What follows belongs to an exercise in optimizing a design on an open flow for small area, a short achievable clock period and few clock cycles; a production flow would make more cautious choices.
Only simulation tests tie the RTL to the original design; equivalence was not proved.

<file path="run.sh">
#!/bin/bash
# synth_recipe.tcl (not shown) runs the flow's synth.tcl, then flattens the netlist and writes it again
# the make line also repeats each setting of config.mk as NAME=value (left out here)
make -C /OpenROAD-flow-scripts/flow DESIGN_CONFIG=/design/flow/config.mk WORK_HOME=/design/flow/orfs CLKGATE_MAP_FILE= SYNTH_SCRIPT=/design/flow/synth_recipe.tcl finish
</file>
<file path="config.mk">
export PLATFORM = sky130hd
export DESIGN_NAME = top_mac
export DESIGN_NICKNAME = top_mac
export VERILOG_FILES = /design/flow/design.v
export SDC_FILE = /design/flow/constraint.sdc
export NUM_CORES = 8
export LEC_CHECK = 0
export CAP_MARGIN = 20
export CORE_MARGIN = 2
export CORE_UTILIZATION = 40
export PLACE_DENSITY = 0.45
export SLEW_MARGIN = 20
</file>
<file path="constraint.sdc">
create_clock -name core_clock -period 9.0 [get_ports {clk}]
set_input_delay 1.8000 -clock core_clock [delete_from_list [all_inputs] [get_ports {clk}]]
set_output_delay 1.8000 -clock core_clock [all_outputs]
set_load 0.01 [all_outputs]
</file>
<file path="design.v">
module mult_generic #(parameter n = 18, parameter m = 36) (x, a, m1);
	input signed [n-1:0] x;
	input signed [m-1:0] a;
	output signed [59:0] m1;
	wire signed [m+n-1:0] temp;
	wire [5:0] sign_ext;	
	assign temp =  x * a;
	assign sign_ext = {6{temp[m+n-1]}};	
	assign m1 = {sign_ext, temp};
endmodule
module sum_generic #(parameter n = 60) (q, p, s);
	input signed [n-1:0] q, p;
	output signed [n-1:0] s;
	assign s = p + q;	
endmodule
module ff_gen_hab2 #(parameter n = 60) (rst, clk, hab, d, q);
	input rst, clk;
	input [1:0] hab;
	input [n-1:0] d;
	output [n-1:0] q;
	reg [n-1:0] qn, qp;
	always@* begin
		case(hab)
			0 : qn = 0; 
			1 : qn = d; 
			default : qn = qp;
		endcase
	end
	always@(posedge clk, posedge rst) begin
		if(rst)
			qp <= 0;
		else
			qp <= qn;	
	end
	assign q = qp;
endmodule
module contador #(parameter m = 6) (rst, clk, opc, n, z, i);
	input rst,clk;
	input [1:0] opc;
	input [m-1:0] n;
	output z;
	output [m-1:0] i;
	reg [m-1:0] qp, qn;
	always@*
		case(opc)
			0 : qn = 0; 
			1 : qn  = qp;
			2 : qn = qp -1;
			3 : qn = n;
			default : qn = qp;			
		endcase
	assign z = (qp == 0)? 1:0;
	always@(posedge clk, posedge rst)
		begin
			if(rst)
				qp <= 0;
			else
				qp <= qn;
		end
	assign i = qp;
endmodule
module fsm_mac (rst, clk, stf, z, lda, ldr, eof, opc);
	input rst, clk, stf, z;
	output reg [1:0] lda;
	output reg ldr, eof;
	output reg [1:0] opc;
	reg [2:0] qp, qn;
	always@(qp, stf, z) begin
		case(qp)
			0 : begin
				opc = 3; lda = 0; ldr = 0; eof = 1;
				if(stf)
					qn = 1;
				else
					qn = qp;
				end
			1 :	begin
				opc = 1; lda = 1; ldr = 0; eof = 0;
				qn = 2;
				end
			2 : begin
				opc = 1; lda = 2; ldr = 0; eof = 0;
				if(z)
					qn = 4;
				else
					qn = 3;
				end
			3 : begin
				opc = 2; lda = 2; ldr = 0; eof = 0;
				qn = 1;
				end
			4 : begin
				opc = 0; lda = 2; ldr = 1; eof = 0;
				qn = 0;
				end
			default : begin
				      opc = 0; lda = 0; ldr = 0; eof = 0; 
				      qn = 0;
					  end
		endcase
	end	
	always@(posedge rst, posedge clk) begin
		if(rst)
			qp <= 0;
		else
			qp <= qn;		
	end
endmodule
module ff_gen_hab #(parameter n  = 60) (rst, clk, hab, d, q);
	input rst, clk, hab;
	input [n-1:0] d;
	output [n-1:0] q;
	reg [n-1:0] qp;
	wire [n-1:0] qn;
	assign qn = (hab == 0) ? qp : d; 
	always@(posedge clk, posedge rst) begin
		if(rst)
			qp <= 0;
		else
			qp <= qn;
	end
	assign q = qp;
endmodule
module ajuste (r, s, y);
	input [59:0] r;
	input [5:0] s;
	output reg [17:0] y;
		always@*
		case(s)
			0 : y = r[17:0]; 
			1 : y = r[18:1]; 
			2 : y = r[19:2]; 
			3 : y = r[20:3];
			4 : y = r[21:4];
			5 :	y = r[22:5];
			6 :	y = r[23:6];
			7 : y = r[24:7];
			8 :	y = r[25:8];
			9 :	y = r[26:9];
			10 : y = r[27:10];
			11 : y = r[28:11];
			12 : y = r[29:12];
			13 : y = r[30:13];
			14 : y = r[31:14];
			15 : y = r[32:15];
			16 : y = r[33:16];
			17 : y = r[34:17];
			18 : y = r[35:18];
			19 : y = r[36:19];
			20 : y = r[37:20];
			21 : y = r[38:21];
			22 : y = r[39:22];
			23 : y = r[40:23];
			24 : y = r[41:24];
			25 : y = r[42:25];
			26 : y = r[43:26];
			27 : y = r[44:27];
			28 : y = r[45:28];
			29 : y = r[46:29];
			30 : y = r[47:30];
			31 : y = r[48:31];
			32 : y = r[49:32];
			33 : y = r[50:33];
			34 : y = r[51:34];
			35 : y = r[52:35];
			36 : y = r[53:36];
			37 : y = r[54:37];
			38 : y = r[55:38];
			39 : y = r[56:39];
			40 : y = r[57:40];
			41 : y = r[58:41];
			42 : y = r[59:42]; 
			default y = r[59:42];
		endcase
endmodule
module top_mac(rst, clk, stf, x, a, n, s, eof, i, y);
	input rst, clk, stf;
	input [17:0] x;
	input [35:0] a;
	input [5:0] n;
	input [5:0] s;
	output eof;
	output [5:0] i;
	output [17:0] y;
	wire [59:0] p, q, u, r;
	wire ldr, z;
	wire [1:0] opc, lda;
	mult_generic #(.n(18), .m(36)) mod_mult_generic (x, a, p);
	sum_generic  #(.n(60))         mod_sum_generic  (q, p, u); 
	ff_gen_hab2  #(.n(60))		   mod_ff_gen_hab2	(rst, clk, lda, u, q);
	contador	 #(.m(6))		   mod_contador     (rst, clk, opc, n, z, i);
	fsm_mac		 				   mod_fsm_mac      (rst, clk, stf, z, lda, ldr, eof, opc); 
	ff_gen_hab   #(.n(60))		   mod_ff_gen_hab   (rst, clk, ldr, q, r);
	ajuste      				   mod_ajuste       (r, s, y);
endmodule
</file>
==> results.txt <==
status=finished clean; Reg2Reg Depth=16; post-route setup TNS=0 ns; Core Util, Final=44.55%; Clock Latency Late Sink=0.43 ns; clk buf depth=2; wire per inst=25.00 um; CP Capture Type=flip-flop; # DRC=0; M1 WL=52.63 mm; CTS tree=yes; vias per cell=5.807; CP startpoint kind=input port; Synth Net Count=4746; area of the die=87870 um^2; total gr overflow=0; Fmax achieved=116.5 MHz; number of synthesized flops with an enable pin=0; Worst Hold Class=flip-flop to flip-flop; Clock Sink Count=129; Final Max Slew Viols=0; Tightest Pin Transition=1.370 ns; die height=296.4 um; worst-path maximum fanout=8; largest net degree at the start of global routing=75; Max-slew headroom=8.643%; Post-CTS Setup Repair Bufs=0; Post-Syn Area=34210 um^2; vias=28910; Final ANT Viol Nets=0; # port buffers=93; post-synth cell types=75; Min-Delay Endpoint=mod_ff_gen_hab.qp[41]$_DFFE_PP0P_; most frequent cells in the layout=fa_1 (698), inv_1 (664), nand2_1 (492), and2_1 (246), buf_4 (173); Finish-stage setup viols=0; Root Buffer=clkbuf_16; crit path kind=input port to flip-flop; DR pass1 iterations=8; CP arrival=8.88 ns; Final nets=4749; worst slack, placed=0.03624 ns; first-pass GRT wire length=195.9 mm; H-tree depth=4; clock-pin transition on the worst setup and hold timing paths=0.06 ns; Ports=94; Die Wd=296.4 um; Period Utilization, post-route=95.35%; Post-CTS Hold Fix Bufs=0; Core ar.=85010 um^2; Max Cap Violations=0; DR top layer=met5; CP required=9.30 ns; prevailing post-synth register cell=dfrtp_1; All-Layer GR Usage=29.33%; Tmin final=8.582 ns; hold_ws=0.5109 ns; met3 WL=10.23 mm; RSZ-0062 raised after global routing=no; r2r startpoint=mod_ff_gen_hab2.qp[16]$_DFFE_PP0P_; area grow syn2layout=10.72%; row count=107; Routed WL=124.5 mm; Mapped Cells=3816; met2 routed WL=56.97 mm; Iter 0 DRT Violations=2979; most common cell after layout, fill and taps aside=fa_1; Hold Path Depth=1; Yosys warnings=5; Initial Utilization=40.24%; share of post-route cells with drive strength above 1=8.925%; Mapped Avg Cell Area=8.964 um^2; worst setup margin=0.4182 ns; routability cong.=0.9468; final hold violation count=0; total CTS buffers=17; ys async rst share=100.0%; register-to-register setup slack=3.30 ns; Max Clock Skew=0.02217 ns; flops & latches, synth=129; Seq/Total Area, Yosys=9.437%; initial antenna violation count=4; reg2reg end=mod_ff_gen_hab2.qp[52]$_DFFE_PP0P_; vias in the first global route=31600; HP Start=mod_ff_gen_hab.qp[41]$_DFFE_PP0P_; Final HPWL DP=94.39 mm; post-CTS sizing=0
-- layer usage --
| metal | up-vias | GRT usage (%) |
|---|---|---|
| li1 | 12270 | - |
| met1 | 14850 | 39.68 |
| met2 | 1400 | 47.14 |
| met3 | 395 | 6.299 |
| met4 | 2 | 9.091 |
| met5 | - | 0 |
-- Yosys cell counts, types with 4 or more instances --
library cell / count / area (um^2)
fa_1: 698 / 13970
inv_1: 665 / 2496
nand2_1: 492 / 1847
clkbuf_1: 255 / 957.2
and2_1: 246 / 1539
ha_1: 163 / 2039
a22oi_1: 146 / 1096
dfrtp_1: 129 / 3228
nor2_1: 125 / 469.2
a221oi_1: 103 / 902.1
a22o_1: 93 / 814.5
o21ai_0: 89 / 445.4
a21oi_1: 83 / 415.4
nand4_1: 65 / 406.6
mux2_2: 61 / 686.9
nand3_1: 37 / 185.2
buf_1: 35 / 131.4
xnor2_1: 32 / 280.3
a21o_1: 30 / 225.2
xor2_1: 27 / 236.5
mux2i_1: 19 / 190.2
nor3_1: 18 / 90.09
a31oi_1: 16 / 100.1
nor4_1: 14 / 87.58
a211oi_1: 13 / 97.59
nand2b_1: 12 / 75.07
a222oi_1: 11 / 110.1
and3_1: 11 / 68.82
buf_2: 11 / 55.05
o21bai_1: 11 / 82.58
nor2b_1: 10 / 62.56
o211ai_1: 6 / 45.04
o31ai_1: 6 / 45.04
o2111ai_1: 5 / 43.79
o21ai_1: 5 / 25.02
or2_2: 5 / 31.28
nand3b_1: 4 / 30.03
nor4_2: 4 / 50.05
-- critical path, stage by stage --
cell             delay, ns
clkdlybuf4s50_1       0.81
nand2_1               0.15
fa_1                  0.54
inv_1                 0.05
fa_1                  0.50
inv_1                 0.06
fa_1                  0.54
inv_1                 0.05
fa_1                  0.49
fa_1                  0.44
fa_1                  0.41
fa_1                  0.55
ha_1                  0.38
a21oi_1               0.27
o21ai_0               0.13
a31oi_1               0.24
o221ai_1              0.21
o31ai_1               0.39
nor3b_2               0.40
o21ai_2               0.17
a211o_1               0.29
-- how the worst max path moves through the flow --
stage	from	endpoint	slack, ns	depth (start not counted)
after CTS	x[10]	mod_ff_gen_hab2.qp[48]$_DFFE_PP0P_	0.44	22
after detailed placement	x[10]	mod_ff_gen_hab2.qp[48]$_DFFE_PP0P_	0.04	22
after global routing	a[15]	mod_ff_gen_hab2.qp[48]$_DFFE_PP0P_	0.11	21
after floorplan	x[0]	mod_ff_gen_hab2.qp[52]$_DFFE_PP0P_	0.85	22
final	x[10]	mod_ff_gen_hab2.qp[52]$_DFFE_PP0P_	0.42	21
after global placement	x[10]	mod_ff_gen_hab2.qp[52]$_DFFE_PP0P_	0.09	21
-- through the flow --
| stage | cell area, um^2 | cells |
|---|---|---|
| final | 37880 | 4979 |
| after global routing | 37870 | 4978 |
| after CTS | 37860 | 4976 |
| after detailed placement | 37270 | 4944 |
| after global placement | 37260 | 4944 |
| after floorplan | 34210 | 3816 |
-- cell type report --
type                            count  area [um^2]
Fill cell                        8385        47140
Multi-Input combinational cell   2716        27420
Sequential cell                   129         3231
Timing Repair Buffer              289         2690
Inverter                          666         2505
Tap cell                         1144         1431
Clock buffer                       19        442.9
Clock inverter                     13        151.4
Antenna cell                        3        7.507
-- cell families after synthesis --
kind of cell	count (synthesis)	share of synthesized area, %
AND/OR/NAND/NOR	1067	15.04
buffers and inverters	971	10.73
adder cells (fa/ha/maj)	861	46.81
AO/OA/AOI/OAI	649	13.90
flip-flops	129	9.437
multiplexers	80	2.564
XOR/XNOR	59	1.511
-- flip-flops by register name, indices dropped and copies added (netlist names) --
signal and cells:
mod_fsm_mac.qp 3, mod_ff_gen_hab.qp 60, mod_contador.qp 6, mod_ff_gen_hab2.qp 60
Testbench counts, summed over its fixed seeds: cycles 97,730.

port drivers added, routing unchanged:
The results above use ideal ports. As a check the final layout listed here was re-extracted and re-timed, cells and wires unchanged.
Step 1, drivers: a clkbuf_16 drives clk and a buf_2 each remaining input, both assumed.
Step 2 moves the port delays by t, midway between the first and last clock arrival at a register: inputs arrive t later, outputs are due t later. That takes back most of the time a late clock gives input paths.
Three values: no drivers, after step 1, after step 2; two values: the first two.
t, ns: 0.479
setup slack, ns: 0.418 / 0.445 / -0.033
hold WS [ns]: 0.511 / 0.511 / 0.511
With both steps, setup timing fails in this run, where it was met with ideal ports. For this run, drivers alone change the setup slack by +0.027 ns; drivers and shift together by -0.451 ns.
